Source: an optimization exercise on an open RTL-to-GDS flow (aim: small area and a short achievable clock period). Production flows keep margins and buffers that such runs may drop.
The RTL was checked by simulation tests, not by an equivalence proof against the original design.
Power is estimated from default activity; no workload was simulated.

$ cat flow/config.mk
export PLATFORM = sky130hd
export DESIGN_NAME = db_req
export DESIGN_NICKNAME = db_req
export VERILOG_FILES = /design/flow/design.v
export SDC_FILE = /design/flow/constraint.sdc
export NUM_CORES = 4
export LEC_CHECK = 0
export CAP_MARGIN = 20
export CORE_MARGIN = 2
export CORE_UTILIZATION = 40
export SLEW_MARGIN = 20
$ cat flow/constraint.sdc
create_clock -name core_clock -period 5.0 [get_ports {log_clk}]
set_input_delay 1.0000 -clock core_clock [delete_from_list [all_inputs] [get_ports {log_clk}]]
set_output_delay 1.0000 -clock core_clock [all_outputs]
set_load 0.01 [all_outputs]
$ cat flow/design.v
`timescale 1ns/1ns
module fifo_75x32 (
  input  wire        clk,
  input  wire        srst,
  input  wire [74:0] din,
  input  wire        wr_en,
  input  wire        rd_en,
  output reg  [74:0] dout,
  output wire        full,
  output wire        empty,
  output wire [5:0]  data_count
);
reg [74:0] mem [0:31];
reg [4:0]  wptr;
reg [4:0]  rptr;
reg [5:0]  count;
wire do_wr = wr_en && !full;
wire do_rd = rd_en && !empty;
assign full       = (count == 6'd32);
assign empty      = (count == 6'd0);
assign data_count = count;
always @(posedge clk) begin
  if (do_wr)
    mem[wptr] <= din;
end
always @(posedge clk) begin
  if (srst) begin
    wptr  <= 5'd0;
    rptr  <= 5'd0;
    count <= 6'd0;
    dout  <= 75'd0;
  end
  else begin
    if (do_wr)
      wptr <= wptr + 5'd1;
    if (do_rd) begin
      rptr <= rptr + 5'd1;
      dout <= mem[rptr];
    end
    case ({do_wr, do_rd})
      2'b10:   count <= count + 6'd1;
      2'b01:   count <= count - 6'd1;
      default: count <= count;
    endcase
  end
end
endmodule
`timescale 1ns/1ns
module db_req (
	input log_clk,
	input log_rst,
	input wire [15:0] src_id,
	input wire [15:0] des_id,
	input wire self_check_in,
	input wire nwr_req_in,
	output reg rapidIO_ready_o,
	input wire link_initialized,
	output reg nwr_ready_o,
	output reg nwr_busy_o,
	output wire nwr_done_o,
	output go,
	output wire user_tready_o,
	input wire [33:0] user_addr,
    input wire [3:0] user_ftype,
    input wire [3:0] user_ttype,
    input wire [11:0] user_tsize_in,
    input wire [63:0] user_tdata_in,
    input wire user_tvalid_in,
    input wire [7:0] user_tkeep_in,
    input wire user_tlast_in,
	output reg 			ireq_tvalid_o,
	input wire 			ireq_tready_in,
	output reg 			ireq_tlast_o,
	output reg [63:0]	ireq_tdata_o,
	output reg [7:0] 	ireq_tkeep_o,	
	output reg [31:0] 	ireq_tuser_o,
    input             iresp_tvalid_in,
    output wire        iresp_tready_o,
    input             iresp_tlast_in,
    input      [63:0] iresp_tdata_in,
    input       [7:0] iresp_tkeep_in,
    input      [31:0] iresp_tuser_in	
	);
localparam [3:0] DOORB = 4'hA;
localparam [3:0] NWR = 4'h5;
localparam [3:0] TNWR   = 4'h4;
localparam [63:0] db_instr = {
	{8'h00, DOORB, 4'h0, 1'b0, 2'h1, 1'b0, 12'b0, 16'h0101, 16'h0}
};
localparam [2:0] IDLE_s = 3'h0;
localparam [2:0] DB_REQ_s = 3'h1;
localparam [2:0] DB_RESP_s = 3'h2;
localparam [2:0] NWR_s = 3'h3;
localparam [2:0] END_s = 3'h4;
reg [2:0] state;
reg  [15:0] log_rst_shift;
wire        log_rst_q;
wire [63:0] nwr_instr;
reg nwr_first_beat;
wire nwr_advance_condition;
reg nwr_done ;
wire [7:0] nwr_srcID;
reg [33:0] target_ed_addr;
reg db_req_ena;
reg [15:0] db_req_inform;
reg bit_reverse;
reg dr_req_r1, dr_req_p;
wire  [7:0] current_resp_tid;
wire  [3:0] current_resp_ftype;
wire  [3:0] current_resp_ttype;
wire  [7:0] current_resp_size;
wire  [1:0] current_resp_prio;
wire [33:0] current_resp_addr;
wire [15:0] current_resp_srcid;
wire [15:0] current_resp_db_info;
wire [15:0] resp_dest_id;
wire [15:0] resp_src_id;
wire get_a_response;
wire target_ready;
wire target_busy;
wire fifo_clk;
wire fifo_rst;
wire [74:0] fifo_din;
wire fifo_wr_en;
reg fifo_rd_en;
wire [74:0] fifo_dout;
wire fifo_full;
wire fifo_empty;
wire [5:0] fifo_data_cnt;
reg fifo_data_first;
reg user_tvalid_r;
reg [63:0] 	user_tdata_r;
reg user_tlast_r;
reg [7:0] user_tkeep_r;
wire [63:0] current_user_data;
wire current_user_valid;
wire current_user_first;
wire [7:0] current_user_keep;
wire current_user_last;
wire [11:0] current_user_size;
reg [8:0] nwr_byte_cnt;
reg [8:0] nwr_8byte_cnt;
reg [4:0] nwr_packect_transfer_cnt;  
reg user_data_first;
reg [4:0] packect_transfer_times;
wire [7:0] byte_left;
always @(posedge log_clk or posedge log_rst) begin
	if (log_rst)
  		log_rst_shift <= 16'hFFFF;
	else
  		log_rst_shift <= {log_rst_shift[14:0], 1'b0};
end
assign log_rst_q = log_rst_shift[15];
always @(posedge log_clk) begin
	if (log_rst_q) begin
		state <= IDLE_s;
		nwr_ready_o <= 1'b0;
		nwr_busy_o <= 1'b0;
	end
	else begin
		case (state)
		IDLE_s: begin
			if (db_req_ena || self_check_in) begin
				state <= DB_REQ_s;
			end
			else if (nwr_req_in) begin
				state <= NWR_s;
			end
			else begin
				state <= IDLE_s;
			end
		end
		DB_REQ_s: begin
			if (ireq_tready_in) begin
				state <= DB_RESP_s;
			end
			else begin
				state <= DB_REQ_s;
			end
		end
		DB_RESP_s: begin
			if (target_ready) begin
				nwr_ready_o	<= 1'b1;
				state <= IDLE_s;
			end
			else if (target_busy) begin
				nwr_busy_o <= 1'b1;
				state <= IDLE_s;
			end
			else begin
				nwr_ready_o <= 1'b0;
				nwr_busy_o <= 1'b0;
				state <= DB_RESP_s;
			end
		end
		NWR_s: begin
			nwr_ready_o <= 1'b0;
			if (nwr_done) begin
				state <= IDLE_s	;
			end
			else begin
				state <= NWR_s;
			end
		end
		default: begin
			state <= IDLE_s;
		end
		endcase
	end
end
assign iresp_tready_o = 1'b1;
always @(posedge log_clk) begin
	if (log_rst_q) begin
		ireq_tvalid_o <= 1'b0;
		ireq_tlast_o <= 1'b0;
		ireq_tdata_o <= 1'b0;
		ireq_tkeep_o <= 'h0;
		ireq_tuser_o <= 1'b0;
		fifo_rd_en	<= 1'b0;
		nwr_byte_cnt <= 'h0;
		nwr_8byte_cnt <= 'h0;
		nwr_packect_transfer_cnt <= 'h0;
		nwr_done <= 1'b0;
		rapidIO_ready_o <= 1'b1;
		db_req_ena <= 1'b0;
		packect_transfer_times <= 'h0;
	end
	else begin
		ireq_tvalid_o <= 1'b0;
		ireq_tlast_o <= 1'b0;
		ireq_tdata_o <= 1'b0;
		ireq_tkeep_o <= 8'hff;
		ireq_tuser_o <= 1'b0;
		ireq_tvalid_o <= 1'b0;
		fifo_rd_en	<= 1'b0;
		nwr_done <= 1'b0;
		rapidIO_ready_o <= 1'b1;
		case (state)
		IDLE_s: begin
			rapidIO_ready_o <= 1'b1;
			db_req_ena <= db_req_ena;
		end
		DB_REQ_s: begin
			rapidIO_ready_o <= 1'b0;
			db_req_ena <= 1'b0;
			if (ireq_tready_in) begin
				if (~db_req_ena) begin
					ireq_tdata_o <= db_instr[63:0];
					ireq_tvalid_o <= 1'b1;
					ireq_tkeep_o <= 8'hff;
					ireq_tlast_o <= 1'b1;
					ireq_tuser_o <= {src_id, des_id};	
				end
				else begin
					ireq_tdata_o <= {db_instr[63:32],db_req_inform,16'h0};
					ireq_tvalid_o <= 1'b1;
					ireq_tkeep_o <= 8'hff;
					ireq_tlast_o <= 1'b1;
					ireq_tuser_o <= {src_id, des_id};
				end
			end
		end
		DB_RESP_s: begin
			rapidIO_ready_o <= 1'b0;
			db_req_ena <= 1'b0;
		end
		NWR_s: begin
			db_req_ena <= 1'b1;
			rapidIO_ready_o <= 1'b0;
			if (current_user_last || ireq_tlast_o) begin
				fifo_rd_en <= 1'b0;
			end
			else begin
				fifo_rd_en <= ~fifo_empty;
			end  
			ireq_tdata_o <= (current_user_valid && current_user_first) ? {nwr_srcID, NWR, TNWR, 
						1'b0, 2'h1, 1'b0, current_user_size[7:0] , 2'h0, target_ed_addr}
						: ((current_user_valid && ~current_user_first) ? current_user_data 
						: 'h0);
			ireq_tvalid_o <= current_user_valid;
			ireq_tkeep_o <= current_user_keep;
			if (current_user_first && current_user_valid) begin
				nwr_8byte_cnt <= 'h0;
				nwr_packect_transfer_cnt <= 'h0;
			end
			else if (current_user_valid) begin
				if (nwr_8byte_cnt == 8'd31) begin
					nwr_packect_transfer_cnt <= nwr_packect_transfer_cnt + 4'h1;
					nwr_8byte_cnt <= 'h0;
				end
				else begin
					nwr_8byte_cnt <= nwr_8byte_cnt + 8'h1;  
				end
			end 
			else begin
				nwr_8byte_cnt <= nwr_8byte_cnt;
				nwr_packect_transfer_cnt <= nwr_packect_transfer_cnt;
			end
			if (current_user_last) begin
				nwr_8byte_cnt <= 'h0;
				nwr_done <= 1'b1;
			end
			if(ireq_tlast_o) begin
				ireq_tvalid_o <= 1'b0;
			end
			if (current_user_valid && current_user_first) begin
				packect_transfer_times <= current_user_data[12:8];
			end
			else begin
				packect_transfer_times <= packect_transfer_times;
			end
			if (nwr_packect_transfer_cnt == packect_transfer_times) begin 
				ireq_tlast_o <= current_user_last;
			end
			else if (nwr_8byte_cnt == 8'd31) begin   
				ireq_tlast_o <= 1'b1;
			end
			else begin
				ireq_tlast_o <= 1'b0;
			end
		end  
		default: begin
			rapidIO_ready_o <= 1'b1;
		end
		endcase
	end
end
assign nwr_done_o = nwr_done;
assign go = 1'b0;
always @(posedge log_clk ) begin
	if (log_rst_q) begin
		bit_reverse <= 'h0;
	end
	else begin
		if (nwr_done) begin
			bit_reverse <= ~bit_reverse;
		end
		else begin
			bit_reverse <= bit_reverse;
		end 
	end
end
assign nwr_srcID = {7'h0, bit_reverse};
always @(posedge log_clk) begin
	if (log_rst_q) begin
		target_ed_addr <= 'h0;
		db_req_inform <= 0;
	end
	else begin
		if (~bit_reverse) begin
			target_ed_addr <= 'h0;
			db_req_inform <= 16'h0200 + 16'h1;  
		end
		else begin
			target_ed_addr	<= (34'h1 << 20);
			db_req_inform <= 16'h0200;
		end
	end
end
assign current_resp_tid   = iresp_tdata_in[63:56];
assign current_resp_ftype = iresp_tdata_in[55:52];
assign current_resp_ttype = iresp_tdata_in[51:48];
assign current_resp_size  = iresp_tdata_in[43:36];
assign current_resp_prio  = iresp_tdata_in[46:45] + 2'b01;  
assign current_resp_addr  = iresp_tdata_in[33:0];
assign current_resp_db_info = iresp_tdata_in[31:16];
assign current_resp_srcid = iresp_tuser_in[31:16];
assign get_a_response =  (current_resp_ftype == DOORB && current_resp_srcid == 8'hf0 && iresp_tdata_in) ? 1'b1: 1'b0;
assign target_ready = (get_a_response && current_resp_db_info == 16'h0100) ? 1'b1: 1'b0;
assign target_busy =  (get_a_response && current_resp_db_info == 16'h01ff) ? 1'b1 : 1'b0;
assign nwr_advance_condition = ireq_tready_in && ireq_tvalid_o && (state == NWR_s);
always @(posedge log_clk) begin
	if (log_rst_q) begin
		nwr_first_beat <= 1'b1;
	end
	else begin
		if (nwr_advance_condition && ireq_tlast_o) begin
			nwr_first_beat <= 1'b1;
		end
		else if (nwr_advance_condition) begin
			nwr_first_beat <= 1'b0;
		end
	end
end
assign user_tready_o = ~fifo_full;
assign fifo_clk = log_clk;
assign fifo_rst = log_rst_q;
assign fifo_din = {user_tvalid_r, fifo_data_first, user_tkeep_r, user_tlast_r, user_tdata_r};
assign fifo_wr_en = user_tvalid_r;
reg fifo_dout_valid;
always @(posedge log_clk) begin
	if (log_rst_q)
		fifo_dout_valid <= 1'b0;
	else
		fifo_dout_valid <= fifo_rd_en & ~fifo_empty;
end
assign current_user_valid = fifo_dout[74] & fifo_dout_valid;
assign current_user_first = fifo_dout[73] & fifo_dout_valid;
assign current_user_keep = fifo_dout[72:65];
assign current_user_last = fifo_dout[64] & fifo_dout_valid;
assign current_user_data = fifo_dout[63:0];
reg [11:0] current_user_size_q;
always @(posedge log_clk) begin
	if (user_data_first)
		current_user_size_q <= user_tdata_r[11:0];
end
assign current_user_size = (user_data_first) ? user_tdata_r[11:0]  : current_user_size_q;
assign byte_left = current_user_size[7:0];
always @(posedge fifo_clk) begin
	if (fifo_rst) begin
		user_tvalid_r <= 1'b0;
		user_tdata_r <= 1'b0;
		user_tlast_r <= 1'b0;
		user_tkeep_r <= 'h0;
	end
	else begin
		user_tvalid_r <= user_tvalid_in;
		user_data_first <= ~user_tvalid_r & user_tvalid_in;
		fifo_data_first	<= ~user_tvalid_r & user_tvalid_in;
		user_tdata_r <= user_tdata_in;
		user_tkeep_r <= user_tkeep_in;
		user_tlast_r <= user_tlast_in;
	end
end
fifo_75x32 user_data_fifo (
  .clk(fifo_clk),                 
  .srst(fifo_rst),               
  .din(fifo_din),                 
  .wr_en(fifo_wr_en),             
  .rd_en(fifo_rd_en),             
  .dout(fifo_dout),               
  .full(fifo_full),               
  .empty(fifo_empty),             
  .data_count(fifo_data_cnt)   
);
endmodule
$ cat flow/run.sh
#!/bin/bash
# synth_recipe.tcl (not shown) runs the flow's synth.tcl, then flattens the netlist and writes it again
# the make line also repeats each setting of config.mk as NAME=value (left out here)
make -C /OpenROAD-flow-scripts/flow DESIGN_CONFIG=/design/flow/config.mk WORK_HOME=/design/flow/orfs CLKGATE_MAP_FILE= SYNTH_SCRIPT=/design/flow/synth_recipe.tcl finish
==> impl_metrics.yaml <==
die:
  fp.coreArea_um2: 251600
  rows: 184
  die_w_um: 507.5
  die-area_um2: 257600
  initial_core_util_pct: 40.30
  die_h_um: 507.5
  ios: 385
logic_synthesis:
  synthArstFlopShare_pct: 0.5865
  synth_top_area_share_pct: 71.10
  synth_top_cell_by_area: "edfxtp_1"
  synth_ff_type: "edfxtp_1"
  syn_area_um2: 101400
  ys_warn_count: 2
  synthCells: 5115
  synth_seq_cells: 2728
  avgSynthCellArea_um2: 19.82
  synth-edff-count: 2401
  ys_types: 72
  seq_area_frac_synth_pct: 77.65
  ys_top_cells_by_area: "edfxtp_1, mux4_2, dfxtp_1"
  synthMostInstantiatedCell: "edfxtp_1"
  synthTopCellsByCount: "edfxtp_1, mux2i_1, mux4_2"
worst_setup_path:
  r2r_slack_ps: 1070
  critPathBufInv: 2
  critPathMaxStageDelay_ps: 880
  path_cells: "or4_1, o31a_1, nand2_1, nor2_4, buf_4, buf_4"
  required_ps: 5490
  path_class: "reg -> reg"
  cp-start-kind: "flip-flop"
  reg2reg_depth: 6
  crit_slowest_cell: "buf_4"
  crit_path_max_fanout: 43
  crit_family: "buffers and inverters"
  endpoint_kind: "flip-flop"
  reg2reg_from: "user_data_fifo.count[1]"
  cp_data_arrival_time_ps: 4420
  crit_top_cell: "buf_4"
  critical_path_depth: 6
  r2r-end: "user_data_fifo.mem[16][19]"
global_routing:
  grt_max_degree: 125
  antenna_found_initial: 8
  grt_pass1_vias: 51922
  grt_usage_pct: 20.49
  grt_pass1_wl_mm: 379.0
  grt-ovfl-total: 0
detailed_routing:
  finalWirelength_mm: 268.4
  drtAntennaViolNets: 0
  viasPerCell: 5.693
  routedWlPerCell_um: 29.44
  drc_errors: 0
  dr.pass1.iters: 5
  drt_iter0_markers: 5464
  vias: 51904
worst_hold_path:
  whs_endpoint: "log_rst_shift[15]"
  worstHoldPathType: "reg -> reg"
  min_path_cells: 0
  hp-start: "log_rst_shift[14]"
sta:
  grt_setup_unrepaired: "no"
  hold_violations: 0
  maxSlewHeadroom_pct: 21.55
  setup_violations: 0
  clock_skew_ps: 67.73
  slew_violations: 0
  fin_crit_sh_pct: 78.59
  worst_pin_slew_ps: 1174
  fmax_ghz: 0.2545
  period_minus_slack_ps: 3930
power_and_ir_drop:
  p_comb_share_pct: 1.2
  switching_power_mw: 9.224
  clkPwrFrac_pct: 45.2
  sequentialPowerShare_pct: 53.6
  power_density_nw_per_um2: 397.9
  p_sw_share_pct: 19.62
  vdd_ir_drop_max_mv: 0.3892
  internal_power_mw: 37.78
  p_leak_nw: 36.23
final_layout:
  fin_cells: 9117
  area.growth.synth_to_final_pct: 16.48
  drive_gt1_share_pct: 18.70
  postLayoutCoreUtil_pct: 46.94
  fin_nets: 5825
place:
  gp_congestion: 0.7804
  portBuffers: 257
  dp_cells: 8584
  dp_hpwl_mm: 140.1
clocking:
  post_cts_buffers: 0
  clk_pin_slew_ps: 60
  cts_max_path_buffers: 4
  clock-root-buffer: "clkbuf_16"
  cts_tree: "built"
  insertion_delay_ps: 930
  cts_resized: 0
  cts-htree-levels: 5
  postCtsHoldBufs: 0
  numCtsBuffers: 300
  clock_sinks: 2728
run:
  cap_violations: 0
status:
  outcome: "no timing/DRC/antenna violations"
## cell type report
type | count | area, µm²
Timing Repair Buffer | 410 | 4203
Clock inverter | 117 | 1079
Fill cell | 20855 | 133500
Sequential cell | 2728 | 78780
Multi-Input combinational cell | 2087 | 21480
Clock buffer | 411 | 8334
Tap cell | 3348 | 4189
Inverter | 13 | 50.05
Antenna cell | 3 | 7.507
## worst register-to-register path, stage by stage (launching register included)
cell     delay, ps
dfxtp_1        420
or4_1          300
o31a_1         350
nand2_1        570
nor2_4         240
buf_4          610
buf_4          900
## power by group through the flow
stage	clock, mW	combinational (mW)	sequential (mW)
after detailed placement	0	0.560	25.7
after CTS	21.6	0.562	25.2
after global routing	22.5	0.594	25.2
after global placement	0	0.554	25.6
after floorplan	0	0.228	25.6
final	21.3	0.559	25.2
## stage by stage
step                setup TNS [ps]  total power [mW]  cell area, µm²  hold slack [ps]  setup WS [ps]
floorplan                  -135540             25.79          101400            345.2         -77.92
global placement                 0             26.20          108600            346.7           1223
detailed placement               0             26.23          108700            347.3           1131
CTS                              0             47.38          118100            319.0           1021
global route                     0             48.32          118100            321.6          890.9
finish                           0             47.00          118100            319.9           1070
## layer usage
layer | vias to the layer above | share of wire [%] | GRT usage [%]
li1 | 21743 | - | -
met1 | 27699 | 42 | 28.02
met2 | 1993 | 49 | 34.05
met3 | 467 | 6.5 | 3.087
met4 | 2 | 2.8 | 5.995
met5 | - | 0.0056 | 0
## sequential cells by signal (all words and copies together) (netlist names), 9 cells and up
register and flops:
ireq_tdata_o 64, user_data_fifo.dout 75, user_tdata_r 64, nwr_8byte_cnt 9, user_data_fifo.mem 2400, ireq_tuser_o 32, log_rst_shift 16
## layout by cell type, fill, tap and decap left out, types with 13 or more instances in the layout
cell type        synthesis  layout
edfxtp_1              2401    2401
mux2i_1                434     434
mux4_2                 365     365
clkbuf_16                0     307
dfxtp_1                311     295
clkdlybuf4s50_1          0     257
nor2_1                 185     149
a22oi_1                123     123
o22ai_1                117     117
buf_4                   46     114
nor2b_1                108     106
nand2_1                102     101
a211oi_1                84      84
clkbuf_1               123      77
o31ai_1                 59      59
mux2_2                  56      56
and2_1                  47      47
a22o_1                  47      47
clkinv_1                 0      44
clkinv_2                 0      38
nor2_4                   1      37
o2111ai_1               37      37
buf_12                   0      36
and3_1                  34      34
nand4_1                 33      33
clkbuf_8                 0      26
o221ai_1                24      24
a21oi_1                 20      20
bufinv_16                0      19
nand3_1                 18      16
o21ai_0                 15      15
dfstp_2                 16      15
nor4_1                  14      14
a211o_1                 13      13
xnor2_1                 13      13
## kinds of logic (layout without fill, tap and decap cells)
logic type | Yosys count | in the layout | synth area share, %
AOI/OAI and AO/OA | 590 | 590 | 4.333
xor gates and xnor gates | 25 | 25 | 0.2159
adders and majority gates | 13 | 13 | 0.1678
buffers and inverters | 301 | 951 | 1.529
DFF | 2728 | 2728 | 77.65
muxes | 855 | 855 | 13.01
other | 2 | 6 | 0.007406
and+or+nand+nor | 601 | 601 | 3.080
## how the worst max path moves through the flow
stage | from | to | slack, ps
3_5_place_dp | user_data_fifo.count[1] | user_data_fifo.mem[16][46] | 1130
4_1_cts | user_data_fifo.count[1] | user_tready_o | 1020
3_3_place_gp | user_data_fifo.count[1] | user_data_fifo.mem[16][46] | 1220
5_1_grt | user_data_fifo.count[1] | user_data_fifo.mem[16][19] | 890
6_report | user_data_fifo.count[1] | user_data_fifo.mem[16][19] | 1070
2_1_floorplan | user_tvalid_r | user_data_fifo.mem[29][0] | -80

==> port drivers added, routing unchanged <==
The results above use ideal ports. As a check the final layout listed here was re-extracted and re-timed, cells and wires unchanged. Step 1 sets driving cells, clkbuf_16 on the clock port and buf_2 on the other inputs (assumed; they add their load-dependent delay and slew). Step 2 moves the port delays by t, midway between the first and last clock arrival at a register: inputs arrive t later, outputs are due t later. That takes back most of the time a late clock gives input paths. Three values: ideal, step 1, step 2; two values: the first two.
t (ns): 0.986
setup slack, ns: 1.070 / 0.987 / 1.070
latest minus earliest clock arrival (ns): 0.074 / 0.074
worst register clock-pin slew, ns: 0.07 / 0.07
After both steps this run still meets setup and hold. For this run, drivers alone change the setup slack by -0.083 ns; drivers and shift together by 0.000 ns.
